This design comes from an exercise in tuning for small area and a short achievable clock period on the open sky130 flow, not from production work. In this exercise RTL edits were held to simulation tests only and were not proved equivalent to the original. Power is estimated from default activity; no workload was simulated.

## flow/design.v (module list and top-level ports; edited modules follow where they fit)
// module multiplier_pipelined: 2992 lines
// module mul_fa: 4 lines
// module mul_ha: 4 lines
// module mul_aoi21: 3 lines
// module mul_inv: 3 lines
// module mul_nand2: 3 lines
// module mul_nor2: 3 lines
// module mul_oai21: 3 lines
module multiplier_pipelined(
    input logic clk,
    input logic[31:0] a,
    input logic[31:0] b,
    output logic[63:0] r
);
  // ...
==> flow/flow/run.sh <==
#!/bin/bash
# Standard ORFS layout (the standard.sh, unchanged synthesis), with the port
# buffers that global placement inserts made plain buffers instead of the
# default delay-cell choice. Each tool's output goes to a log file here.
set -euo pipefail
export BUFFER_PORTS_ARGS="-buffer_cell sky130_fd_sc_hd__buf_4"
bash standard.sh > standard_flow.log 2>&1
==> flow/standard.sh <==
#!/bin/bash
# synth_recipe.tcl (not shown) runs the flow's synth.tcl, then flattens the netlist and writes it again
# the make line also repeats each setting of config.mk as NAME=value (left out here)
make -C /OpenROAD-flow-scripts/flow DESIGN_CONFIG=/design/flow/config.mk WORK_HOME=/design/flow/orfs CLKGATE_MAP_FILE= SYNTH_SCRIPT=/design/flow/synth_recipe.tcl "${@:-finish}"
==> flow/config.mk <==
export PLATFORM = sky130hd
export DESIGN_NAME = multiplier_pipelined
export DESIGN_NICKNAME = multiplier_pipelined
export VERILOG_FILES = /design/flow/design.v
export SDC_FILE = /design/flow/constraint.sdc
export NUM_CORES = 4
export LEC_CHECK = 0
export CAP_MARGIN = 20
export CORE_MARGIN = 2
export CORE_UTILIZATION = 40
export SETUP_SLACK_MARGIN = 4.5
export SLEW_MARGIN = 20
export SYNTH_HIERARCHICAL = 1
export SYNTH_MINIMUM_KEEP_SIZE = 0
==> flow/constraint.sdc <==
create_clock -name core_clock -period 9.0 [get_ports {clk}]
set_input_delay 1.8000 -clock core_clock [delete_from_list [all_inputs] [get_ports {clk}]]
set_output_delay 1.8000 -clock core_clock [all_outputs]
set_load 0.01 [all_outputs]
==> reports/metrics.yaml, run 1 <==
layout:
  seq_cells: 231
  area_growth_pct: 7.80
  layout_commonest_cell: "xnor2_1"
  multi_input_area_share: 0.710
  inv_count: 69
yosys:
  synth_mux_area_frac: 0
  syn_area_um2: 27100
setup_path:
  crit_type: "register to register"
  crit_path_frequent_cell: "fa_1"
  slowest_delay_ns: 0.94
  reg2regPathDepth: 9
  path_max_fanout: 33
die:
  fp-row-count: 95
  dieArea_um2: 70000
worst_hold_path:
  hp-class: "register to register"
  holdPathStages: 3
timing:
  hold_violations: 0
pwr:
  power_clock_uw: 1050
  power_density_nw_per_um2: 439
  p_seq_uw: 2070
route:
  met2_length_um: 43400
  top_layer_used: "met4"
  drc: 0
  met3_length_um: 14000
  ant_nets: 0
global_routing:
  grt_max_degree: 37
  grt_pass1_wl_um: 154000
  busiest_layer: "met2"
place:
  portBuffers: 128
  routabilityCongestion: 0.910
status:
  status: "finished clean"
==> inputs of run 2 (changes only) <==
--- a/flow/config.mk
+++ b/flow/config.mk
@@ -8,7 +8,7 @@
 export CAP_MARGIN = 20
 export CORE_MARGIN = 2
 export CORE_UTILIZATION = 40
-export SETUP_SLACK_MARGIN = 4.5
+export SETUP_SLACK_MARGIN = 4.2
 export SLEW_MARGIN = 20
 export SYNTH_HIERARCHICAL = 1
 export SYNTH_MINIMUM_KEEP_SIZE = 0
==> reports/metrics.yaml, run 2 <==
status:
  status: "finished clean"  # unchanged
pwr:
  power_density_nw_per_um2: 439  # about the same
  p_int_uw: 6460  # was 6520 µW
  vdd_ir_drop_max_v: 0.000256  # was 0.000254 V
  p_seq_frac: 0.162  # was 0.161
  switchingPower_uw: 6290  # was 6320 µW
  clockPowerShare: 0.082  # about the same
  switching_share: 0.493  # was 0.492
  p_leak_uw: 0.0108  # about the same
  combPwrFrac: 0.755  # was 0.757
  p_total_uw: 12700  # was 12800 µW
yosys:
  synth_cell_types: 57  # unchanged
  synth_edf_count: 0  # unchanged
  synthCells: 2818  # unchanged
  ys_top_cells_by_area: "fa_1 21%, dfxtp_1 17%, xnor2_1 14%"  # unchanged
  synthArstFlopShare: 0  # unchanged
  ys_ff_latch: 231  # unchanged
  synth.most_common_cell: "xnor2_1"  # unchanged
  syn_area_um2: 27100  # unchanged
  seq_area_frac_synth: 0.170  # unchanged
  ys.flop_type: "dfxtp_1"  # unchanged
  yosysTopAreaCell: "fa_1"  # unchanged
  synth_common_cells: "422 x xnor2_1, 303 x clkbuf_1, 301 x a221oi_1, 300 x a22o_1, 278 x fa_1"  # unchanged
  yosysWarningCount: 8  # unchanged
  synth_top_area_share: 0.205  # unchanged
  synth_area_per_cell_um2: 9.63  # unchanged
cts:
  path_clk_slew_ns: 0.06  # about the same
  clkSinkCount: 231  # unchanged
  post_cts_buffers: 0  # was 5
  cts-buffers-inserted: 25  # unchanged
  cts_tree: "built"  # unchanged
  cts_root_buf: "clkbuf_16"  # unchanged
  clock_latency_ns: 0.59  # was 0.58 ns
  clockBufferDepth: 3  # unchanged
  h-tree-depth: 1  # unchanged
place:
  portBuffers: 128  # unchanged
  dp_hpwl_um: 67200  # unchanged
  routabilityCongestion: 0.910  # unchanged
  place_area_um2: 28100  # unchanged
layout:
  nNetsFinal: 3151  # was 3160
  largest_register_ffs: 16  # unchanged
  layout-drive-gt1-share: 0.148  # was 0.158
  largest_register: "r"  # unchanged
  antenna_cells: 0  # unchanged
  final_cell_area_um2: 29100  # was 29300 µm²
  layout_commonest_cell: "xnor2_1"  # unchanged
  layout_common_cells: "422 x xnor2_1, 301 x a221oi_1, 300 x a22o_1"  # unchanged
  area_growth_pct: 7.10  # was 7.80%
setup_path:
  endpoint_kind: "output port"  # was register
  r2r_end: "rp1298"  # was rp1294
  cp_cell_sequence: "nand2_1 > nor2_1 > nand2_1 > nor2_1 > nand2_1 > o21ai_1 > a21oi_2 > xnor2_1 > buf_4"  # was a22o_1 > a221oi_1 > xnor2_1 > fa_1 > fa_1 > fa_1 > fa_1 > fa_1 > ha_1
  path_max_fanout: 3  # was 33
  reg2reg_from: "rs4_95"  # was ra14
  slowest_delay_ns: 0.42  # was 0.94 ns
  reg2regPathDepth: 9  # unchanged
  worstPathArrival_ns: 2.86  # was 4.91 ns
  critPathLaunchType: "register"  # unchanged
  r2r_slack_ns: 4.46  # was 4.55 ns
  crit_path_frequent_cell: "nand2_1"  # was fa_1
  crit_path_top_delay_cell: "o21ai_1"  # was dfxtp_2
  crit_type: "register to output port"  # was register to register
  required_ns: 7.20  # was 9.46 ns
worst_hold_path:
  hold_start: "rs3_119"  # unchanged
  hp-class: "register to register"  # unchanged
  hold_end: "rp1358"  # unchanged
  holdPathStages: 3  # unchanged
route:
  via_per_inst: 6.74  # was 6.73
  drc: 0  # unchanged
  vias: 23957  # was 24004
  ant_nets: 0  # unchanged
  drt_pre_antenna_iters: 9  # was 7
  drt_wl_total_um: 103000  # about the same
  drtIter0Drc: 3230  # was 3114
  detail_route.wl_per_cell_um: 29.0  # about the same
global_routing:
  grt_pass1_vias: 23695  # was 23713
  grt_max_degree: 37  # unchanged
  track_usage: 0.286  # about the same
  grt_pass1_wl_um: 153000  # was 154000 µm
  grt-ovfl-total: 0  # unchanged
  antenna_found_initial: 0  # unchanged
timing:
  clock_skew_ns: 0.0212  # was 0.0211 ns
  rsz0062_at_grt: "true"  # unchanged
  setup_viol: 0  # unchanged
  max_slew_margin: 0.270  # was 0.303
  finalSetupTns_ns: 0  # unchanged
  hold_violations: 0  # unchanged
  fmax_ghz: 0.215  # was 0.225 GHz
  post-route-period-util: 0.518  # was 0.495
  period_minus_slack_ns: 4.66  # was 4.45 ns
  drv_slew: 0  # unchanged
  tightest_slew_ns: 1.09  # was 1.04 ns
flow_run:
  max_cap_viol_count: 0  # unchanged
die:
  die_h_um: 264  # unchanged
  fp-row-count: 95  # unchanged
  dieArea_um2: 70000  # unchanged
  io_pins: 129  # unchanged
  coreArea_um2: 67200  # unchanged
  initial_core_util: 0.404  # unchanged
  die_x_um: 264  # unchanged
==> run 2: cell count changes in the layout (fill, tap and decap cells not counted), sizes merged <==
cell,delta
buf,-9
==> run 2: per-module statistics from Yosys (local to each module, per instance) <==
module / cell area, µm² / cells / flops+latches
mul_nand2: 3.75 / 1 / 0
mul_nor2: 3.75 / 1 / 0
mul_oai21: 5.00 / 1 / 0
mul_inv: 3.75 / 1 / 0
mul_ha: 12.5 / 1 / 0
mul_aoi21: 8.76 / 1 / 0
mul_fa: 20.0 / 1 / 0
multiplier_pipelined: 19200 / 2195 / 231
==> run 2: worst max path at each step <==
stage | start | slack, ns | to | cells past startpoint
after floorplan | ra20 | 4.94 | rp1296 | 10
after global placement | rcl1263 | 4.49 | r[48] | 9
after detailed placement | rcl1263 | 4.50 | r[48] | 9
after CTS | rp1264 | 4.00 | r[60] | 9
after global routing | rp1264 | 4.19 | r[60] | 9
final | rp1296 | 4.34 | r[56] | 9
==> run 2: cells by family (layout without fill, tap and decap cells) <==
| kind of cell | Yosys count | after routing | synth area share |
|---|---|---|---|
| AOI/OAI and AO/OA | 985 | 985 | 0.297 |
| xor gates and xnor gates | 452 | 452 | 0.146 |
| buffers and inverters | 452 | 315 | 0.0695 |
| adders and majority gates | 421 | 421 | 0.271 |
| and+or+nand+nor | 276 | 276 | 0.0461 |
| DFF | 231 | 231 | 0.170 |
| other | 1 | 3 | 0.000138 |
==> run 2: worst max-delay path: cells and delay by family (launching register included) <==
family | cells | cell delay (ns)
AOI/OAI and AO/OA | 2 | 0.53
xor gates and xnor gates | 1 | 0.17
buffers and inverters | 1 | 0.14
DFF | 1 | 0.41
and+or+nand+nor | 5 | 1.03
==> run 2: repair_timing <==
item                                    CTS  global route
resized for setup                         6             4
hold buffers                              0             0
pin swaps                                 0             0
hold endpoints to repair                  0             0
endpoints found under the setup margin    9             9
==> run 2: per-stage QoR <==
stage	setup slack [ns]	std cells	hold slack [ns]	utilization
floorplan	4.94	2820	0.469	-
global placement	4.49	3510	0.965	0.419
detailed placement	4.50	3510	0.961	0.419
CTS	4.00	3555	0.968	0.432
global route	4.19	3556	1.09	0.433
finish	4.34	3556	1.00	0.433
==> run 2: power by group through the flow <==
stage | clock network (µW) | registers [µW] | logic, µW
2_1_floorplan | 0 | 1800 | 6490
6_report | 1050 | 2070 | 9630
3_3_place_gp | 0 | 2050 | 9350
3_5_place_dp | 0 | 2060 | 9490
5_1_grt | 1120 | 2080 | 10700
4_1_cts | 1070 | 2040 | 9610
==> run 2: cell type report <==
cell class	count	area (µm²)
multi-input cells	2137	20700
repair buffers	201	1520
flip-flops and latches	231	4660
well taps	873	1090
fillers	6351	38100
clock inverters	12	123
inverters	69	259
clock buffers	33	726
==> run 2: per-layer routing <==
metal / track usage / vias up / share of wire
met5: 0 / - / 0
met4: 0.108 / 0 / 0.041
met3: 0.101 / 318 / 0.14
met2: 0.424 / 1826 / 0.42
met1: 0.381 / 11803 / 0.40
li1: - / 10010 / -
==> inputs of run 3 (changes only) <==
--- a/flow/config.mk
+++ b/flow/config.mk
@@ -8,7 +8,7 @@
 export CAP_MARGIN = 20
 export CORE_MARGIN = 2
 export CORE_UTILIZATION = 40
-export SETUP_SLACK_MARGIN = 4.2
+export SETUP_SLACK_MARGIN = 4.8
 export SLEW_MARGIN = 20
 export SYNTH_HIERARCHICAL = 1
 export SYNTH_MINIMUM_KEEP_SIZE = 0
==> reports/metrics.yaml, run 3 <==
pwr:
  p_seq_frac: 0.159  # was 0.162
  switching_share: 0.488  # was 0.493
  switchingPower_uw: 6600  # was 6290 µW
  power_density_nw_per_um2: 442  # was 439 nW/µm²
  p_leak_uw: 0.0112  # was 0.0108 µW
  vdd_ir_drop_max_v: 0.000386  # was 0.000256 V
  p_int_uw: 6930  # was 6460 µW
  p_total_uw: 13500  # was 12700 µW
  combPwrFrac: 0.764  # was 0.755
  clockPowerShare: 0.077  # was 0.082
flow_run:
  max_cap_viol_count: 0  # unchanged
layout:
  area_growth_pct: 12.7  # was 7.10%
  layout_commonest_cell: "xnor2_1"  # unchanged
  layout_common_cells: "415 x xnor2_1, 300 x a22o_1, 266 x fa_1"  # was 422 x xnor2_1, 301 x a221oi_1, 300 x a22o_1
  final_cell_area_um2: 30600  # was 29100 µm²
  nNetsFinal: 3182  # was 3151
  layout-drive-gt1-share: 0.237  # was 0.148
  largest_register_ffs: 16  # unchanged
  antenna_cells: 0  # unchanged
  largest_register: "r"  # unchanged
global_routing:
  grt_max_degree: 37  # unchanged
  antenna_found_initial: 1  # was 0
  track_usage: 0.288  # was 0.286
  grt-ovfl-total: 0  # unchanged
  grt_pass1_vias: 23991  # was 23695
  grt_pass1_wl_um: 155000  # was 153000 µm
place:
  routabilityCongestion: 0.910  # unchanged
  place_area_um2: 28100  # unchanged
  portBuffers: 128  # unchanged
  dp_hpwl_um: 67200  # unchanged
yosys:
  synthAdderAreaFrac: 0.271  # unchanged
  yosysTopAreaCell: "fa_1"  # unchanged
  synth_top_family_by_area: "compound AO/OA/AOI/OAI gates"  # unchanged
  synth_compound_area_frac: 0.297  # unchanged
  synth_edf_count: 0  # unchanged
  ys_ff_latch: 231  # unchanged
  synth_common_cells: "422 x xnor2_1, 303 x clkbuf_1, 301 x a221oi_1, 300 x a22o_1, 278 x fa_1"  # unchanged
  seq_area_frac_synth: 0.170  # unchanged
  synth_mux_area_frac: 0  # unchanged
  synthArstFlopShare: 0  # unchanged
  yosysWarningCount: 8  # unchanged
  synthSimpleGateAreaFrac: 0.0461  # unchanged
  syn_area_um2: 27100  # unchanged
  synth_cell_types: 57  # unchanged
  synth_area_per_cell_um2: 9.63  # unchanged
  ys.flop_type: "dfxtp_1"  # unchanged
  synthCells: 2818  # unchanged
  synth_xor_area_frac: 0.146  # unchanged
  synth.most_common_cell: "xnor2_1"  # unchanged
  ys_top_cells_by_area: "fa_1 21%, dfxtp_1 17%, xnor2_1 14%"  # unchanged
  synth_top_area_share: 0.205  # unchanged
cts:
  clock_latency_ns: 0.58  # was 0.59 ns
  cts-hold-fix-buffers: 0  # unchanged
  clkSinkCount: 231  # unchanged
  h-tree-depth: 1  # unchanged
  cts-buffers-inserted: 25  # unchanged
  cts_root_buf: "clkbuf_16"  # unchanged
  cts_tree: "built"  # unchanged
  clockBufferDepth: 3  # unchanged
  path_clk_slew_ns: 0.06  # about the same
timing:
  clock_skew_ns: 0.0197  # was 0.0212 ns
  finalSetupTns_ns: 0  # unchanged
  setup_viol: 0  # unchanged
  tightest_slew_ns: 1.05  # was 1.09 ns
  period_minus_slack_ns: 4.25  # was 4.66 ns
  post-route-period-util: 0.472  # was 0.518
  timing.hold.ws_ns: 0.871  # was 1.00 ns
  rsz0062_at_grt: "true"  # unchanged
  fmax_ghz: 0.235  # was 0.215 GHz
  max_slew_margin: 0.299  # was 0.270
  drv_slew: 0  # unchanged
  hold_violations: 0  # unchanged
die:
  coreArea_um2: 67200  # unchanged
  die_h_um: 264  # unchanged
  fp-row-count: 95  # unchanged
  die_x_um: 264  # unchanged
  io_pins: 129  # unchanged
  dieArea_um2: 70000  # unchanged
  initial_core_util: 0.404  # unchanged
setup_path:
  worstPathArrival_ns: 2.45  # was 2.86 ns
  path_max_fanout: 3  # unchanged
  required_ns: 7.20  # about the same
  critPathLaunchType: "register"  # unchanged
  crit_type: "register to output port"  # unchanged
  endpoint_kind: "output port"  # unchanged
worst_hold_path:
  hp-class: "register to register"  # unchanged
route:
  drc: 0  # unchanged
  drt_wl_total_um: 104000  # was 103000 µm
  drt_pre_antenna_iters: 9  # unchanged
  ant_nets: 0  # unchanged
  vias: 24093  # was 23957
  via_per_inst: 6.72  # was 6.74
  drtIter0Drc: 3002  # was 3230
  detail_route.wl_per_cell_um: 29.0  # about the same
status:
  status: "finished clean"  # unchanged
## run 3: cell count changes in the layout (fill, tap and decap cells not counted), moves of 20 or more
cell / previous run / this run
o21ai_1: 57 / 35
buf_6: 0 / 32
a221oi_1: 301 / 263
dfxtp_1: 206 / 140
nor2_4: 0 / 20
nor2_1: 64 / 32
nand2_2: 1 / 25
a221oi_2: 0 / 38
dfxtp_2: 25 / 72
nand2_1: 124 / 96
## run 3: worst paths after layout
kind	cells past startpoint	slack, ns	end	startpoint
setup reg to reg	9	4.86	rp1298	ra32
setup / recovery	11	4.75	r[48]	rp1272
hold / removal	2	0.87	rp1358	rt66
hold reg to reg	2	0.87	rp1358	rt66
## run 3: cells by family after synthesis
logic type / Yosys count
other: 1
adders and majority gates: 421
xor gates and xnor gates: 452
DFF: 231
AOI/OAI and AO/OA: 985
and+or+nand+nor: 276
buffers and inverters: 452
## run 3: layer usage
layer	global-route usage	up-vias	wire (µm)
met5	0	-	0
met4	0.112	0	4360
met3	0.101	359	14500
met2	0.430	1866	44300
met1	0.381	11790	40900
li1	-	10078	-
## run 3: what timing repair did
action,4_1_cts,5_1_grt
setup buffers,23,9
cloned,0,0
pin swaps,31,59
gates resized for setup,206,133
setup endpoints to repair,76,59
## run 3: through the flow
| stage | util | worst slack [ns] | instances |
|---|---|---|---|
| CTS | 0.445 | 4.75 | 3578 |
| global placement | 0.419 | 4.49 | 3510 |
| detailed placement | 0.419 | 4.50 | 3510 |
| global route | 0.455 | 4.68 | 3587 |
| finish | 0.455 | 4.75 | 3587 |
| floorplan | - | 4.94 | 2820 |
## run 3: modules after synthesis, one instance, submodules excluded, a selection
module / cells inside / copies in the design / flops+latches / cell area, µm²
multiplier_pipelined: 2195 / 1 / 231 / 19200
mul_ha: 1 / 52 / 0 / 12.5
mul_aoi21: 1 / 106 / 0 / 8.76
mul_oai21: 1 / 62 / 0 / 5.00
mul_nor2: 1 / 44 / 0 / 3.75
mul_inv: 1 / 20 / 0 / 3.75
## run 3: power groups by stage
stage / Clock, µW / Sequential [µW] / Combinational (µW)
after global placement: 0 / 2050 / 9350
after global routing: 1120 / 2160 / 11400
final: 1050 / 2150 / 10300
after CTS: 1070 / 2080 / 9960
after floorplan: 0 / 1800 / 6490
after detailed placement: 0 / 2060 / 9490
## run 3: area by class of cell
type / count / area, µm²
Clock inverter: 12 / 123
Fill cell: 6202 / 36600
Tap cell: 873 / 1090
Timing Repair Buffer: 232 / 1950
Inverter: 69 / 265
Clock buffer: 33 / 726
Sequential cell: 231 / 4790
Multi-Input combinational cell: 2137 / 21600
## run 3: worst max-delay path: stages (launching register included)
cell and delay [ns]:
dfxtp_4 0.36, a21oi_4 0.20, buf_6 0.13, o21ai_4 0.07, a21oi_4 0.19, buf_12 0.14
o21ai_4 0.09, a21oi_2 0.17, inv_1 0.07, a21oi_2 0.16, xnor2_2 0.14, buf_4 0.16
==> inputs of run 4 (changes only) <==
--- a/flow/config.mk
+++ b/flow/config.mk
@@ -8,7 +8,7 @@
 export CAP_MARGIN = 20
 export CORE_MARGIN = 2
 export CORE_UTILIZATION = 40
-export SETUP_SLACK_MARGIN = 4.8
+export SETUP_SLACK_MARGIN = 5.0
 export SLEW_MARGIN = 20
 export SYNTH_HIERARCHICAL = 1
 export SYNTH_MINIMUM_KEEP_SIZE = 0
==> reports/metrics.yaml, run 4 <==
status:
  status: "finished clean"  # unchanged
timing:
  rsz0062_at_grt: "true"  # unchanged
  max_slew_margin: 0.331  # was 0.299
  post-route-period-util: 0.471  # was 0.472
  finalSetupTns_ns: 0  # unchanged
  period_minus_slack_ns: 4.24  # was 4.25 ns
  tightest_slew_ns: 1.00  # was 1.05 ns
  setup_viol: 0  # unchanged
  drv_slew: 0  # unchanged
  hold_violations: 0  # unchanged
  clock_skew_ns: 0.0139  # was 0.0197 ns
  fmax_ghz: 0.236  # was 0.235 GHz
cts:
  path_clk_slew_ns: 0.06  # about the same
  h-tree-depth: 1  # unchanged
  cts_root_buf: "clkbuf_16"  # unchanged
  clockBufferDepth: 3  # unchanged
  cts-buffers-inserted: 26  # was 25
  cts_tree: "built"  # unchanged
  clock_latency_ns: 0.58  # about the same
  clkSinkCount: 231  # unchanged
layout:
  layout_commonest_cell: "xnor2_1"  # unchanged
  utilization: 0.492  # was 0.455
  layout-drive-gt1-share: 0.312  # was 0.237
  largest_register: "r"  # unchanged
  fin_cells: 3695  # was 3587
  layout_common_cells: "402 x xnor2_1, 300 x a22o_1, 249 x a221oi_1"  # was 415 x xnor2_1, 300 x a22o_1, 266 x fa_1
  area_growth_pct: 21.7  # was 12.7%
  nNetsFinal: 3289  # was 3182
  largest_register_ffs: 16  # unchanged
setup_path:
  crit_path_top_delay_cell: "dfxtp_4"  # unchanged
  path_max_fanout: 3  # unchanged
  cp_top_family: "compound AO/OA/AOI/OAI gates"  # unchanged
  slowest_delay_ns: 0.37  # was 0.36 ns
  worstPathArrival_ns: 2.44  # was 2.45 ns
  critPathLaunchType: "register"  # unchanged
  cp_cell_sequence: "a21oi_4 > o21ai_4 > a21oi_4 > buf_6 > o21ai_4 > a21oi_2 > o21ai_4 > a21oi_2 > xnor2_2 > buf_4"  # was a21oi_4 > buf_6 > o21ai_4 > a21oi_4 > buf_12 > o21ai_4 > a21oi_2 > inv_1 > a21oi_2 > xnor2_2 > buf_4
  endpoint_kind: "output port"  # unchanged
  crit_type: "register to output port"  # unchanged
  crit_path_frequent_cell: "o21ai_4"
  required_ns: 7.20  # about the same
  path_buf_inv: 2  # was 4
die:
  io_pins: 129  # unchanged
  die_x_um: 264  # unchanged
  initial_core_util: 0.404  # unchanged
  fp-row-count: 95  # unchanged
  dieArea_um2: 70000  # unchanged
  die_h_um: 264  # unchanged
  coreArea_um2: 67200  # unchanged
yosys:
  synth_area_per_cell_um2: 9.63  # unchanged
  synth_cell_types: 57  # unchanged
  synth.most_common_cell: "xnor2_1"  # unchanged
  synth_common_cells: "422 x xnor2_1, 303 x clkbuf_1, 301 x a221oi_1, 300 x a22o_1, 278 x fa_1"  # unchanged
  yosysTopAreaCell: "fa_1"  # unchanged
  synth_edf_count: 0  # unchanged
  syn_area_um2: 27100  # unchanged
  synthCells: 2818  # unchanged
  yosysWarningCount: 8  # unchanged
  ys_ff_latch: 231  # unchanged
  ys_top_cells_by_area: "fa_1 21%, dfxtp_1 17%, xnor2_1 14%"  # unchanged
  synth_top_area_share: 0.205  # unchanged
  ys.flop_type: "dfxtp_1"  # unchanged
  synthArstFlopShare: 0  # unchanged
  seq_area_frac_synth: 0.170  # unchanged
route:
  via_per_inst: 6.77  # was 6.72
  detail_route.wl_per_cell_um: 30.5  # was 29.0 µm
  drc: 0  # unchanged
  vias: 25016  # was 24093
  drt_wl_total_um: 113000  # was 104000 µm
  drt_pre_antenna_iters: 10  # was 9
  drtIter0Drc: 3773  # was 3002
  ant_nets: 0  # unchanged
place:
  portBuffers: 128  # unchanged
  dp_hpwl_um: 67400  # was 67200 µm
  routabilityCongestion: 0.933  # was 0.910
  dp_cells: 3505  # was 3510
global_routing:
  grt_pass1_vias: 24633  # was 23991
  grt-ovfl-total: 0  # unchanged
  antenna_found_initial: 0  # was 1
  grt_max_degree: 37  # unchanged
  track_usage: 0.297  # was 0.288
  grt_pass1_wl_um: 159000  # was 155000 µm
pwr:
  vdd_ir_drop_max_v: 0.000399  # was 0.000386 V
  p_leak_uw: 0.0123  # was 0.0112 µW
  p_total_uw: 14300  # was 13500 µW
  power_density_nw_per_um2: 435  # was 442 nW/µm²
worst_hold_path:
  hp-class: "register to register"  # unchanged
flow_run:
  max_cap_viol_count: 0  # unchanged
run 4: changes by cell type in the layout (fill, tap and decap cells not counted), sizes merged:
cell      previous run  this run
bufinv               1         3
buf                232       319
diode                0         1
clkbuf              33        50
clkinv              10         6
clkinvlp             1         4
inv                 69        67
bufbuf               0         4
run 4: per-module statistics from Yosys (local to each module, per instance):
module,flops+latches,cells inside
multiplier_pipelined,231,2195
mul_fa,0,1
mul_ha,0,1
mul_aoi21,0,1
mul_oai21,0,1
mul_inv,0,1
mul_nand2,0,1
mul_nor2,0,1
run 4: layout make-up:
| class | instances | area [µm²] |
|---|---|---|
| Multi-Input combinational cell | 2137 | 22300 |
| Timing Repair Buffer | 338 | 3540 |
| Sequential cell | 231 | 4920 |
| Antenna cell | 1 | 2.50 |
| Inverter | 69 | 273 |
| Clock inverter | 11 | 156 |
| Tap cell | 873 | 1090 |
| Fill cell | 5906 | 34100 |
| Clock buffer | 35 | 724 |
run 4: repair_timing:
action	CTS	global route
cloned	4	14
buffers inserted	43	82
resized for setup	410	206
hold buffers	0	0
pin swaps	105	144
setup endpoints to repair	86	71
run 4: power by group:
part / internal, µW / total (µW) / leakage, µW / switching, µW
Combinational: 5160 / 11000 / 0.00987 / 5860
Sequential: 1620 / 2230 / 0.00196 / 610
Clock: 650 / 1100 / 0.000421 / 447
run 4: per-stage QoR:
step	setup WS, ns	cell area, µm²	hold slack (ns)
after floorplan	5.00	27200	0.469
after global placement	4.51	28100	0.975
after detailed placement	4.50	28100	0.960
after CTS	4.76	31100	0.848
after global routing	4.68	33000	0.918
final	4.76	33000	0.875
run 4: worst register-to-register path, delay by kind of cell, from the launching register on:
kind                       cells  cell delay (ns)
AOI/OAI and AO/OA              2             0.40
xor gates and xnor gates       1             0.13
adders and majority gates      6             2.77
buffers and inverters          2             0.26
DFF                            1             0.35
run 4: logic make-up after synthesis:
logic type | count (synthesis) | synth area share
AO/OA/AOI/OAI | 985 | 0.297
XOR/XNOR | 452 | 0.146
buffers and inverters | 452 | 0.0695
adder cells (fa/ha/maj) | 421 | 0.271
AND/OR/NAND/NOR | 276 | 0.0461
flip-flops | 231 | 0.170
other | 1 | 0.000138
run 4: final timing paths:
kind	start	end	slack, ns	depth (start not counted)
hold / removal	rt66	rp1358	0.88	2
setup reg to reg	ra24	rp1296	4.94	11
setup / recovery	rp1272	r[50]	4.76	10
hold reg to reg	rt66	rp1358	0.88	2
run 4: metal layers:
metal	wire, µm	share of wire	GRT usage
met2	46800	0.42	0.434
met4	6890	0.061	0.145
met1	42500	0.38	0.382
met3	16400	0.15	0.114
met5	127	0.0011	0.00970
==> inputs of run 5 (changes only) <==
==> flow/flow/run.sh (replaced) <==
#!/bin/bash
# Standard ORFS layout (the standard.sh, unchanged synthesis), with the port
# buffers that global placement inserts made plain buffers instead of the
# default delay-cell choice. Each tool's output goes to a log file here.
set -euo pipefail
export BUFFER_PORTS_ARGS="-buffer_cell sky130_fd_sc_hd__buf_2"
bash standard.sh > standard_flow.log 2>&1
--- a/flow/config.mk
+++ b/flow/config.mk
@@ -8,7 +8,7 @@
 export CAP_MARGIN = 20
 export CORE_MARGIN = 2
 export CORE_UTILIZATION = 40
-export SETUP_SLACK_MARGIN = 5.0
+export SETUP_SLACK_MARGIN = 4.8
 export SLEW_MARGIN = 20
 export SYNTH_HIERARCHICAL = 1
 export SYNTH_MINIMUM_KEEP_SIZE = 0
==> reports/metrics.yaml, run 5 <==
pwr:
  p_seq_frac: 0.165  # was 0.156
  p_total_uw: 13200  # was 14300 µW
  power_density_nw_per_um2: 435  # about the same
  p_int_uw: 6720  # was 7430 µW
  switching_share: 0.491  # was 0.482
  clockPowerShare: 0.088  # was 0.076
  combPwrFrac: 0.747  # was 0.768
  vdd_ir_drop_max_v: 0.000303  # was 0.000399 V
  p_leak_uw: 0.0111  # was 0.0123 µW
  switchingPower_uw: 6490  # was 6920 µW
global_routing:
  grt_max_degree: 37  # unchanged
  antenna_found_initial: 1  # was 0
  grt_pass1_wl_um: 154000  # was 159000 µm
  track_usage: 0.287  # was 0.297
  grt_pass1_vias: 24008  # was 24633
  grt-ovfl-total: 0  # unchanged
flow_run:
  max_cap_viol_count: 0  # unchanged
cts:
  path_clk_slew_ns: 0.07  # was 0.06 ns
  clock_latency_ns: 0.60  # was 0.58 ns
  clockBufferDepth: 3  # unchanged
  cts-buffers-inserted: 27  # was 26
  cts_tree: "built"  # unchanged
  cts_root_buf: "clkbuf_16"  # unchanged
  clkSinkCount: 231  # unchanged
  h-tree-depth: 1  # unchanged
timing:
  tightest_slew_ns: 0.994  # was 1.00 ns
  clock_skew_ns: 0.0141  # was 0.0139 ns
  timing.hold.ws_ns: 0.918  # was 0.875 ns
  fmax_ghz: 0.235  # was 0.236 GHz
  max_slew_margin: 0.337  # was 0.331
  post-route-period-util: 0.472  # was 0.471
  period_minus_slack_ns: 4.25  # was 4.24 ns
  setup_viol: 0  # unchanged
  hold_violations: 0  # unchanged
  finalSetupTns_ns: 0  # unchanged
  drv_slew: 0  # unchanged
  rsz0062_at_grt: "true"  # unchanged
die:
  fp-row-count: 95  # unchanged
  io_pins: 129  # unchanged
  die_h_um: 264  # unchanged
  die_x_um: 264  # unchanged
  dieArea_um2: 70000  # unchanged
  initial_core_util: 0.404  # unchanged
  coreArea_um2: 67200  # unchanged
yosys:
  ys_top_cells_by_area: "fa_1 21%, dfxtp_1 17%, xnor2_1 14%"  # unchanged
  synth_top_family_by_area: "compound AO/OA/AOI/OAI gates"  # unchanged
  synthSimpleGateAreaFrac: 0.0461  # unchanged
  synth_cell_types: 57  # unchanged
  synthAdderAreaFrac: 0.271  # unchanged
  synth.most_common_cell: "xnor2_1"  # unchanged
  yosysTopAreaCell: "fa_1"  # unchanged
  synth_compound_area_frac: 0.297  # unchanged
  ys.flop_type: "dfxtp_1"  # unchanged
  seq_area_frac_synth: 0.170  # unchanged
  synthCells: 2818  # unchanged
  synth_area_per_cell_um2: 9.63  # unchanged
  yosysWarningCount: 8  # unchanged
  synth_edf_count: 0  # unchanged
  synth_mux_area_frac: 0  # unchanged
  synth_xor_area_frac: 0.146  # unchanged
  synth_common_cells: "422 x xnor2_1, 303 x clkbuf_1, 301 x a221oi_1, 300 x a22o_1, 278 x fa_1"  # unchanged
  synthArstFlopShare: 0  # unchanged
  syn_area_um2: 27100  # unchanged
  synth_top_area_share: 0.205  # unchanged
  ys_ff_latch: 231  # unchanged
status:
  status: "finished clean"  # unchanged
setup_path:
  crit_type: "register to output port"  # unchanged
  required_ns: 7.20  # about the same
  path_max_fanout: 3  # unchanged
  worstPathArrival_ns: 2.45  # was 2.44 ns
  critPathLaunchType: "register"  # unchanged
  endpoint_kind: "output port"  # unchanged
worst_hold_path:
  hp-class: "register to register"  # unchanged
route:
  ant_nets: 0  # unchanged
  drt_wl_total_um: 105000  # was 113000 µm
  vias: 24293  # was 25016
  via_per_inst: 6.77  # about the same
  drtIter0Drc: 3340  # was 3773
  drt_pre_antenna_iters: 9  # was 10
  detail_route.wl_per_cell_um: 29.3  # was 30.5 µm
  drc: 0  # unchanged
layout:
  final_cell_area_um2: 30400  # was 33000 µm²
  utilization: 0.452  # was 0.492
  layout_common_cells: "415 x xnor2_1, 300 x a22o_1, 270 x a221oi_1"  # was 402 x xnor2_1, 300 x a22o_1, 249 x a221oi_1
  largest_register: "r"  # unchanged
  layout-drive-gt1-share: 0.241  # was 0.312
  largest_register_ffs: 16  # unchanged
  layout_commonest_cell: "xnor2_1"  # unchanged
  area_growth_pct: 12.0  # was 21.7%
  nNetsFinal: 3180  # was 3289
place:
  dp_hpwl_um: 67600  # was 67400 µm
  place_area_um2: 27800  # was 28100 µm²
  routabilityCongestion: 0.917  # was 0.933
  portBuffers: 128  # unchanged
-- run 5: stage by stage --
stage                     cells  setup WS, ns
after floorplan            2820          4.94
after global placement     3511          4.36
after detailed placement   3511          4.35
after CTS                  3581          4.71
after global routing       3588          4.67
final                      3588          4.75
-- run 5: worst paths after layout --
check | endpoint | start | slack (ns) | cells after the start
setup / recovery | r[60] | rp1292 | 4.75 | 10
hold / removal | rp1358 | rt66 | 0.92 | 2
setup reg to reg | rp1294 | rt54 | 4.76 | 9
hold reg to reg | rp1358 | rt66 | 0.92 | 2
-- run 5: kinds of logic (layout without fill, tap and decap cells) --
| kind of cell | count (synthesis) | in the layout |
|---|---|---|
| fa+ha+maj | 421 | 421 |
| buf+inv | 452 | 346 |
| flops | 231 | 231 |
| xor+xnor | 452 | 452 |
| compound gates | 985 | 985 |
| simple gates | 276 | 276 |
| other cells | 1 | 4 |
-- run 5: repair_timing --
action                     CTS  global route
hold buffers                 0             0
setup endpoints to repair   71            56
gates resized for setup    237           130
hold endpoints to repair     0             0
buffers inserted            21             6
pin swaps                   35            50
-- run 5: per-module statistics from Yosys (local to each module, per instance) --
module / copies in the design / cell area (µm²) / flip-flops and latches / cells inside
mul_inv: 20 / 3.75 / 0 / 1
mul_ha: 52 / 12.5 / 0 / 1
mul_fa: 277 / 20.0 / 0 / 1
mul_nand2: 62 / 3.75 / 0 / 1
mul_oai21: 62 / 5.00 / 0 / 1
mul_aoi21: 106 / 8.76 / 0 / 1
multiplier_pipelined: 1 / 19200 / 231 / 2195
mul_nor2: 44 / 3.75 / 0 / 1
-- run 5: critical path: stages (launching register included) --
cell,delay (ns)
dfxtp_4,0.37
a21oi_4,0.21
o21ai_4,0.11
a21oi_2,0.20
buf_4,0.16
o21ai_4,0.08
a21oi_2,0.19
o21ai_4,0.11
a21oi_2,0.15
xnor2_1,0.12
buf_2,0.14
-- run 5: layout make-up --
type	instances	area [µm²]
flip-flops and latches	231	4800
diodes	1	2.50
inverters	69	263
clock buffers	34	752
repair buffers	228	1570
clock inverters	15	186
fillers	6301	36800
well taps	873	1090
multi-input cells	2137	21700
-- run 5: per-layer routing --
layer | share of wire | wire (µm) | global-route usage | up-vias
li1 | - | - | - | 10073
met1 | 0.39 | 41100 | 0.379 | 11947
met2 | 0.43 | 44900 | 0.436 | 1865
met3 | 0.14 | 14200 | 0.0948 | 402
met4 | 0.045 | 4690 | 0.105 | 6
met5 | 0.0021 | 218 | 0.0243 | -
-- run 5: power groups by stage --
stage | Clock [µW] | Combinational (µW) | Sequential (µW)
6_report | 1160 | 9870 | 2180
5_1_grt | 1220 | 11100 | 2190
4_1_cts | 1180 | 9630 | 2100
3_5_place_dp | 0 | 9180 | 2070
3_3_place_gp | 0 | 8980 | 2060
2_1_floorplan | 0 | 6490 | 1800
==> inputs of run 6 (changes only) <==
--- a/flow/config.mk
+++ b/flow/config.mk
@@ -8,6 +8,9 @@
 export CAP_MARGIN = 20
 export CORE_MARGIN = 2
 export CORE_UTILIZATION = 40
+export CTS_CLUSTER_DIAMETER = 150
+export CTS_CLUSTER_SIZE = 30
+export PLACE_DENSITY = 0.75
 export SETUP_SLACK_MARGIN = 4.8
 export SLEW_MARGIN = 20
 export SYNTH_HIERARCHICAL = 1
==> reports/metrics.yaml, run 6 <==
status:
  status: "finished clean"  # unchanged
yosys:
  seq_area_frac_synth: 0.170  # unchanged
  syn_area_um2: 27100  # unchanged
  synth.most_common_cell: "xnor2_1"  # unchanged
  synth_edf_count: 0  # unchanged
  yosysWarningCount: 8  # unchanged
  synth_cell_types: 57  # unchanged
  yosysTopAreaCell: "fa_1"  # unchanged
  synth_area_per_cell_um2: 9.63  # unchanged
  synthArstFlopShare: 0  # unchanged
  ys_ff_latch: 231  # unchanged
  synthCells: 2818  # unchanged
  ys_top_cells_by_area: "fa_1 21%, dfxtp_1 17%, xnor2_1 14%"  # unchanged
  synth_top_area_share: 0.205  # unchanged
  synth_common_cells: "422 x xnor2_1, 303 x clkbuf_1, 301 x a221oi_1, 300 x a22o_1, 278 x fa_1"  # unchanged
  ys.flop_type: "dfxtp_1"  # unchanged
worst_hold_path:
  hold_end: "rp1358"  # unchanged
  holdPathStages: 3  # was 2
  hp-class: "register to register"  # unchanged
  hold_start: "rs3_119"  # was rt66
cts:
  clock_latency_ns: 0.53  # was 0.60 ns
  clkSinkCount: 231  # unchanged
  h-tree-depth: 1  # unchanged
  cts-buffers-inserted: 11  # was 27
  cts_root_buf: "clkbuf_16"  # unchanged
  cts_tree: "built"  # unchanged
  clockBufferDepth: 3  # unchanged
  path_clk_slew_ns: 0.12  # was 0.07 ns
die:
  fp-row-count: 95  # unchanged
  die_h_um: 264  # unchanged
  coreArea_um2: 67200  # unchanged
  die_x_um: 264  # unchanged
  io_pins: 129  # unchanged
  dieArea_um2: 70000  # unchanged
  initial_core_util: 0.404  # unchanged
place:
  portBuffers: 128  # unchanged
  routabilityCongestion: 0.984  # was 0.917
  dp_hpwl_um: 64000  # was 67600 µm
timing:
  tightest_slew_ns: 0.986  # was 0.994 ns
  period_minus_slack_ns: 4.24  # was 4.25 ns
  clock_skew_ns: 0.0252  # was 0.0141 ns
  finalSetupTns_ns: 0  # unchanged
  drv_slew: 0  # unchanged
  setup_viol: 0  # unchanged
  post-route-period-util: 0.471  # was 0.472
  rsz0062_at_grt: "true"  # unchanged
  hold_violations: 0  # unchanged
  fmax_ghz: 0.236  # was 0.235 GHz
  max_slew_margin: 0.342  # was 0.337
layout:
  largest_register: "r"  # unchanged
  largest_register_ffs: 16  # unchanged
  layout-drive-gt1-share: 0.226  # was 0.241
  utilization: 0.441  # was 0.452
  nNetsFinal: 3174  # was 3180
  layout_commonest_cell: "xnor2_1"  # unchanged
  layout_common_cells: "412 x xnor2_1, 300 x a22o_1, 270 x fa_1"  # was 415 x xnor2_1, 300 x a22o_1, 270 x a221oi_1
  area_growth_pct: 9.22  # was 12.0%
pwr:
  p_leak_uw: 0.0108  # was 0.0111 µW
  vdd_ir_drop_max_v: 0.000295  # was 0.000303 V
  power_density_nw_per_um2: 416  # was 435 nW/µm²
  p_total_uw: 12300  # was 13200 µW
setup_path:
  reg2regPathDepth: 9  # unchanged
  path_max_fanout: 4  # was 3
  reg2reg_from: "rs2_83"  # was rt54
  cp_cell_sequence: "a21oi_4 > o21ai_4 > a21oi_4 > o21ai_4 > a21oi_2 > inv_1 > a21oi_2 > xnor2_2 > buf_2"  # was a21oi_4 > o21ai_4 > a21oi_2 > buf_4 > o21ai_4 > a21oi_2 > o21ai_4 > a21oi_2 > xnor2_1 > buf_2
  critPathLaunchType: "register"  # unchanged
  required_ns: 7.20  # about the same
  r2r_end: "rp1294"  # unchanged
  crit_type: "register to output port"  # unchanged
  slowest_delay_ns: 0.35  # was 0.37 ns
  crit_path_top_delay_cell: "dfxtp_2"  # was dfxtp_4
  worstPathArrival_ns: 2.44  # was 2.45 ns
  cp_top_family: "compound AO/OA/AOI/OAI gates"  # unchanged
  worst-path-stages: 9  # was 10
  endpoint_kind: "output port"  # unchanged
  r2r_slack_ns: 4.76  # about the same
  path_buf_inv: 2  # unchanged
route:
  drt_pre_antenna_iters: 12  # was 9
  via_per_inst: 6.89  # was 6.77
  detail_route.wl_per_cell_um: 27.8  # was 29.3 µm
  drc: 0  # unchanged
  drt_wl_total_um: 99200  # was 105000 µm
  drtIter0Drc: 4129  # was 3340
  ant_nets: 0  # unchanged
  vias: 24519  # was 24293
global_routing:
  grt_pass1_vias: 23463  # was 24008
  grt_max_degree: 37  # unchanged
  antenna_found_initial: 0  # was 1
  grt-ovfl-total: 0  # unchanged
  track_usage: 0.268  # was 0.287
  grt_pass1_wl_um: 146000  # was 154000 µm
flow_run:
  max_cap_viol_count: 0  # unchanged
run 6: cell counts after synthesis:
No cell type changed its count.
run 6: stage by stage:
step,instance area [µm²],setup slack (ns),hold slack [ns],cells
6_report,29600,4.76,1.03,3561
5_1_grt,29600,4.68,1.02,3560
4_1_cts,28800,4.77,1.00,3543
3_5_place_dp,27900,4.63,0.971,3518
3_3_place_gp,27900,4.67,0.957,3518
2_1_floorplan,27100,4.94,0.469,2820
run 6: metal layers:
metal  vias to the layer above  global-route usage  part of all wire  wire (µm)
met2                      2202               0.391              0.41      40300
met5                         -             0.00485           0.00081         80
met4                         4               0.112             0.065       6450
li1                      10050                   -                 -          -
met3                       641               0.112              0.16      15600
met1                     11622               0.346              0.37      36800
run 6: worst max path at each step:
stage                   to  startpoint  slack, ns
floorplan           rp1296        ra20       4.94
global placement     r[60]      rp1264       4.67
detailed placement   r[48]     rcl1263       4.63
CTS                  r[48]     rcl1263       4.77
global route         r[48]      rp1264       4.68
finish               r[48]      rp1264       4.76
run 6: cell families (layout without fill, tap and decap cells):
| kind of cell | after synthesis | after routing | synth area share |
|---|---|---|---|
| compound gates | 985 | 985 | 0.297 |
| xor+xnor | 452 | 452 | 0.146 |
| buf+inv | 452 | 319 | 0.0695 |
| fa+ha+maj | 421 | 421 | 0.271 |
| simple gates | 276 | 276 | 0.0461 |
| flops | 231 | 231 | 0.170 |
| other cells | 1 | 4 | 0.000138 |
run 6: tightest hold or removal path: cells and delay by family (launching register included):
family	cells	cell delay, ns
xor+xnor	1	0.11
compound gates	1	0.28
flops	1	0.32
buf+inv	1	0.26
run 6: area by class of cell:
cell class / count / area (µm²)
fillers: 6197 / 37500
multi-input cells: 2137 / 21600
flip-flops and latches: 231 / 4760
repair buffers: 238 / 1650
well taps: 873 / 1090
clock buffers: 11 / 275
inverters: 69 / 262
clock inverters: 1 / 11.3
diodes: 1 / 2.50
run 6: repair_timing:
item                                    4_1_cts  5_1_grt
gates resized for setup                     150      163
setup buffers                                13       17
endpoints found under the hold margin         0        0
pin swaps                                    22       41
hold buffers                                  0        0
endpoints found under the setup margin       60       63
run 6: per-module statistics from Yosys, one instance, submodules excluded:
module                flip-flops and latches  cells inside  area (µm²)  copies in the design
multiplier_pipelined                     231          2195       19200                     1
mul_aoi21                                  0             1        8.76                   106
mul_inv                                    0             1        3.75                    20
mul_nand2                                  0             1        3.75                    62
mul_fa                                     0             1        20.0                   277
mul_oai21                                  0             1        5.00                    62
mul_nor2                                   0             1        3.75                    44
mul_ha                                     0             1        12.5                    52
run 6: where the power goes:
group | switching, µW | internal [µW]
Combinational | 5390 | 4280
Sequential | 491 | 1600
Clock | 340 | 226
==> inputs of run 7 (changes only) <==
--- a/flow/config.mk
+++ b/flow/config.mk
@@ -10,7 +10,6 @@
 export CORE_UTILIZATION = 40
 export CTS_CLUSTER_DIAMETER = 150
 export CTS_CLUSTER_SIZE = 30
-export PLACE_DENSITY = 0.75
 export SETUP_SLACK_MARGIN = 4.8
 export SLEW_MARGIN = 20
 export SYNTH_HIERARCHICAL = 1
==> reports/metrics.yaml, run 7 <==
yosys:
  ys.flop_type: "dfxtp_1"  # unchanged
  yosysWarningCount: 8  # unchanged
  seq_area_frac_synth: 0.170  # unchanged
  yosysTopAreaCell: "fa_1"  # unchanged
  synth_edf_count: 0  # unchanged
  synth_common_cells: "422 x xnor2_1, 303 x clkbuf_1, 301 x a221oi_1, 300 x a22o_1, 278 x fa_1"  # unchanged
  ys_ff_latch: 231  # unchanged
  synthArstFlopShare: 0  # unchanged
  synth_top_area_share: 0.205  # unchanged
  synth_area_per_cell_um2: 9.63  # unchanged
  synthCells: 2818  # unchanged
  ys_top_cells_by_area: "fa_1 21%, dfxtp_1 17%, xnor2_1 14%"  # unchanged
  synth.most_common_cell: "xnor2_1"  # unchanged
  synth_cell_types: 57  # unchanged
  syn_area_um2: 27100  # unchanged
setup_path:
  r2r_slack_ns: 4.84  # was 4.76 ns
  crit_path_top_delay_cell: "dfxtp_2"  # unchanged
  cp_top_family: "compound AO/OA/AOI/OAI gates"  # unchanged
  worstPathArrival_ns: 2.37  # was 2.44 ns
  crit_path_frequent_cell: "a21oi_2"
  path_max_fanout: 4  # unchanged
  reg2reg_from: "rs1_72"  # was rs2_83
  crit_path_start: "rp1280"  # was rp1264
  endpoint_kind: "output port"  # unchanged
  crit_type: "register to output port"  # unchanged
  worst-path-stages: 10  # was 9
  reg2regPathDepth: 9  # unchanged
  slowest_delay_ns: 0.38  # was 0.35 ns
  r2r_end: "rp1298"  # was rp1294
  crit_path_end: "r[58]"  # was r[48]
  cp_cell_sequence: "nand2_2 > o21ai_2 > a21oi_2 > o21ai_1 > buf_4 > inv_1 > o21ai_4 > a21oi_2 > xnor2_1 > buf_2"  # was a21oi_4 > o21ai_4 > a21oi_4 > o21ai_4 > a21oi_2 > inv_1 > a21oi_2 > xnor2_2 > buf_2
  path_buf_inv: 3  # was 2
  required_ns: 7.20  # about the same
  critPathLaunchType: "register"  # unchanged
timing:
  drv_slew: 0  # unchanged
  setup_viol: 0  # unchanged
  period_minus_slack_ns: 4.17  # was 4.24 ns
  finalSetupTns_ns: 0  # unchanged
  fmax_ghz: 0.240  # was 0.236 GHz
  hold_violations: 0  # unchanged
  rsz0062_at_grt: "true"  # unchanged
  clock_skew_ns: 0.0234  # was 0.0252 ns
  post-route-period-util: 0.464  # was 0.471
  max_slew_margin: 0.324  # was 0.342
  timing.hold.ws_ns: 0.896  # was 1.03 ns
  tightest_slew_ns: 1.01  # was 0.986 ns
pwr:
  p_seq_frac: 0.171  # was 0.170
  p_leak_uw: 0.0108  # about the same
  clockPowerShare: 0.056  # was 0.046
  combPwrFrac: 0.774  # was 0.784
  switchingPower_uw: 6340  # was 6220 µW
  power_density_nw_per_um2: 425  # was 416 nW/µm²
  p_total_uw: 12700  # was 12300 µW
  vdd_ir_drop_max_v: 0.000292  # was 0.000295 V
  switching_share: 0.501  # was 0.505
  p_int_uw: 6310  # was 6110 µW
flow_run:
  max_cap_viol_count: 0  # unchanged
cts:
  cts_tree: "built"  # unchanged
  cts_root_buf: "clkbuf_16"  # unchanged
  clkSinkCount: 231  # unchanged
  cts-hold-fix-buffers: 0  # unchanged
  path_clk_slew_ns: 0.11  # was 0.12 ns
  cts-buffers-inserted: 12  # was 11
  clockBufferDepth: 3  # unchanged
  clock_latency_ns: 0.54  # was 0.53 ns
  h-tree-depth: 1  # unchanged
die:
  dieArea_um2: 70000  # unchanged
  io_pins: 129  # unchanged
  coreArea_um2: 67200  # unchanged
  initial_core_util: 0.404  # unchanged
  die_h_um: 264  # unchanged
  fp-row-count: 95  # unchanged
  die_x_um: 264  # unchanged
status:
  status: "finished clean"  # unchanged
worst_hold_path:
  hp-class: "register to register"  # unchanged
route:
  ant_nets: 0  # unchanged
  detail_route.wl_per_cell_um: 29.4  # was 27.8 µm
  vias: 24188  # was 24519
  drtIter0Drc: 3244  # was 4129
  drt_wl_total_um: 104000  # was 99200 µm
  via_per_inst: 6.80  # was 6.89
  drc: 0  # unchanged
  drt_pre_antenna_iters: 10  # was 12
layout:
  nFillCells: 6345  # was 6197
  layout-drive-gt1-share: 0.232  # was 0.226
  layout_commonest_cell: "xnor2_1"  # unchanged
  layout_common_cells: "417 x xnor2_1, 300 x a22o_1, 265 x a221oi_1"  # was 412 x xnor2_1, 300 x a22o_1, 270 x fa_1
  area_growth_pct: 9.69  # was 9.22%
  nNetsFinal: 3165  # was 3174
  largest_register_ffs: 16  # unchanged
  largest_register: "r"  # unchanged
place:
  routabilityCongestion: 0.917  # was 0.984
  portBuffers: 128  # unchanged
  dp_hpwl_um: 67600  # was 64000 µm
global_routing:
  grt_pass1_vias: 23792  # was 23463
  grt_max_degree: 37  # unchanged
  antenna_found_initial: 1  # was 0
  track_usage: 0.286  # was 0.268
  grt_pass1_wl_um: 153000  # was 146000 µm
  grt-ovfl-total: 0  # unchanged
-- run 7: cell counts after synthesis --
Identical to the previous run, type by type.
-- run 7: kinds of logic (layout without fill, tap and decap cells) --
logic type / after synthesis / after routing / synth area share
compound gates: 985 / 985 / 0.297
xor+xnor: 452 / 452 / 0.146
buf+inv: 452 / 314 / 0.0695
fa+ha+maj: 421 / 421 / 0.271
simple gates: 276 / 276 / 0.0461
flops: 231 / 231 / 0.170
other cells: 1 / 4 / 0.000138
-- run 7: worst reg2reg max path, cell delays in order, from the launching register on --
cell	delay, ns
dfxtp_1	0.32
buf_4	0.44
a221oi_2	0.16
xnor2_1	0.33
fa_2	0.53
fa_1	0.52
fa_2	0.38
fa_1	0.58
fa_2	0.49
ha_1	0.31
-- run 7: what timing repair did --
item,CTS,global route
cloned,0,0
endpoints found under the setup margin,72,53
resized for setup,204,144
setup buffers,19,8
pin swaps,25,52
-- run 7: worst min path at each step --
| stage | start | to | slack, ns | cells after the start |
|---|---|---|---|---|
| 2_1_floorplan | rneg71 | r[0] | 0.47 | 1 |
| 3_3_place_gp | rs3_119 | rp1358 | 0.93 | 3 |
| 3_5_place_dp | rs3_119 | rp1358 | 0.98 | 3 |
| 4_1_cts | rt66 | rp1358 | 0.89 | 2 |
| 5_1_grt | rt66 | rp1358 | 0.91 | 2 |
| 6_report | rt66 | rp1358 | 0.90 | 2 |
-- run 7: through the flow --
step	setup slack, ns	cells	utilization	cell area [µm²]
floorplan	4.94	2820	-	27100
global placement	4.36	3511	0.414	27800
detailed placement	4.35	3511	0.414	27800
CTS	4.77	3547	0.433	29100
global route	4.72	3556	0.443	29800
finish	4.83	3556	0.443	29800
-- run 7: final cells by class --
type / count / area (µm²) / share of cell area
multi-input combinational: 2137 / 21600 / 0.726
sequential: 231 / 4790 / 0.161
timing repair buffer: 228 / 1600 / 0.0536
tap: 873 / 1090 / 0.0367
clock buffer: 13 / 325 / 0.0109
inverter: 69 / 263 / 0.00883
clock inverter: 4 / 96.3 / 0.00324
antenna: 1 / 2.50 / 0.0000841
-- run 7: Yosys stat by module (local to each module, per instance) --
module	cells inside	area (µm²)	flops+latches	times used
multiplier_pipelined	2195	19200	231	1
mul_fa	1	20.0	0	277
mul_ha	1	12.5	0	52
mul_aoi21	1	8.76	0	106
mul_oai21	1	5.00	0	62
mul_inv	1	3.75	0	20
mul_nand2	1	3.75	0	62
mul_nor2	1	3.75	0	44
-- run 7: metal layers --
metal,wire [µm],track usage,up-vias
met2,44400,0.433,1800
met3,14300,0.101,411
li1,-,-,10030
met5,29,0.0111,-
met1,41000,0.376,11945
met4,4770,0.0997,2
-- run 7: power groups by stage --
stage | clock (µW) | combinational (µW) | sequential (µW)
5_1_grt | 761 | 11000 | 2170
3_3_place_gp | 0 | 8980 | 2060
6_report | 707 | 9790 | 2160
2_1_floorplan | 0 | 6490 | 1800
4_1_cts | 729 | 9550 | 2080
3_5_place_dp | 0 | 9180 | 2070

## static timing again, ports no longer ideal
The flow's constraints put no driver on any port. The routed layouts listed below were extracted and timed again, unchanged, in two steps.
Step 1 sets driving cells, clkbuf_16 on the clock port and buf_2 on the other inputs (assumed; they add their load-dependent delay and slew).
Step 2 also shifts input and output timing later by t, the mid clock arrival at the registers, as if the neighbouring blocks saw the same clock.
a / b / c = ideal / step 1 / step 2; a / b = the first two.
| run | t (ns) | setup WS [ns] | worst hold slack (ns) | slew at the worst register clock pin (ns) | worst slew at a driven data input, ns |
|---|---|---|---|---|---|
| run 1 | 0.641 | 4.548 / 4.490 / 4.548 | 0.995 / 0.995 / 0.995 | 0.07 / 0.07 | 0.07 |
| run 2 | 0.640 | 4.339 / 4.275 / 4.464 | 1.003 / 1.003 / 1.003 | 0.07 / 0.07 | 0.06 |
| run 3 | 0.641 | 4.751 / 4.683 / 4.607 | 0.871 / 0.871 / 0.871 | 0.06 / 0.06 | 0.06 |
| run 4 | 0.643 | 4.764 / 4.697 / 4.572 | 0.875 / 0.875 / 0.875 | 0.06 / 0.06 | 0.07 |
| run 5 | 0.656 | 4.751 / 4.686 / 4.617 | 0.918 / 0.918 / 0.918 | 0.07 / 0.07 | 0.07 |
| run 6 | 0.581 | 4.757 / 4.691 / 4.700 | 1.026 / 1.026 / 1.026 | 0.12 / 0.12 | 0.07 |
| run 7 | 0.597 | 4.825 / 4.761 / 4.649 | 0.896 / 0.896 / 0.896 | 0.11 / 0.11 | 0.07 |
After both steps setup and hold are still met in every run listed. The setup slack of run 4, which loses most, moves by -0.067 ns with the drivers and by -0.192 ns with both steps.
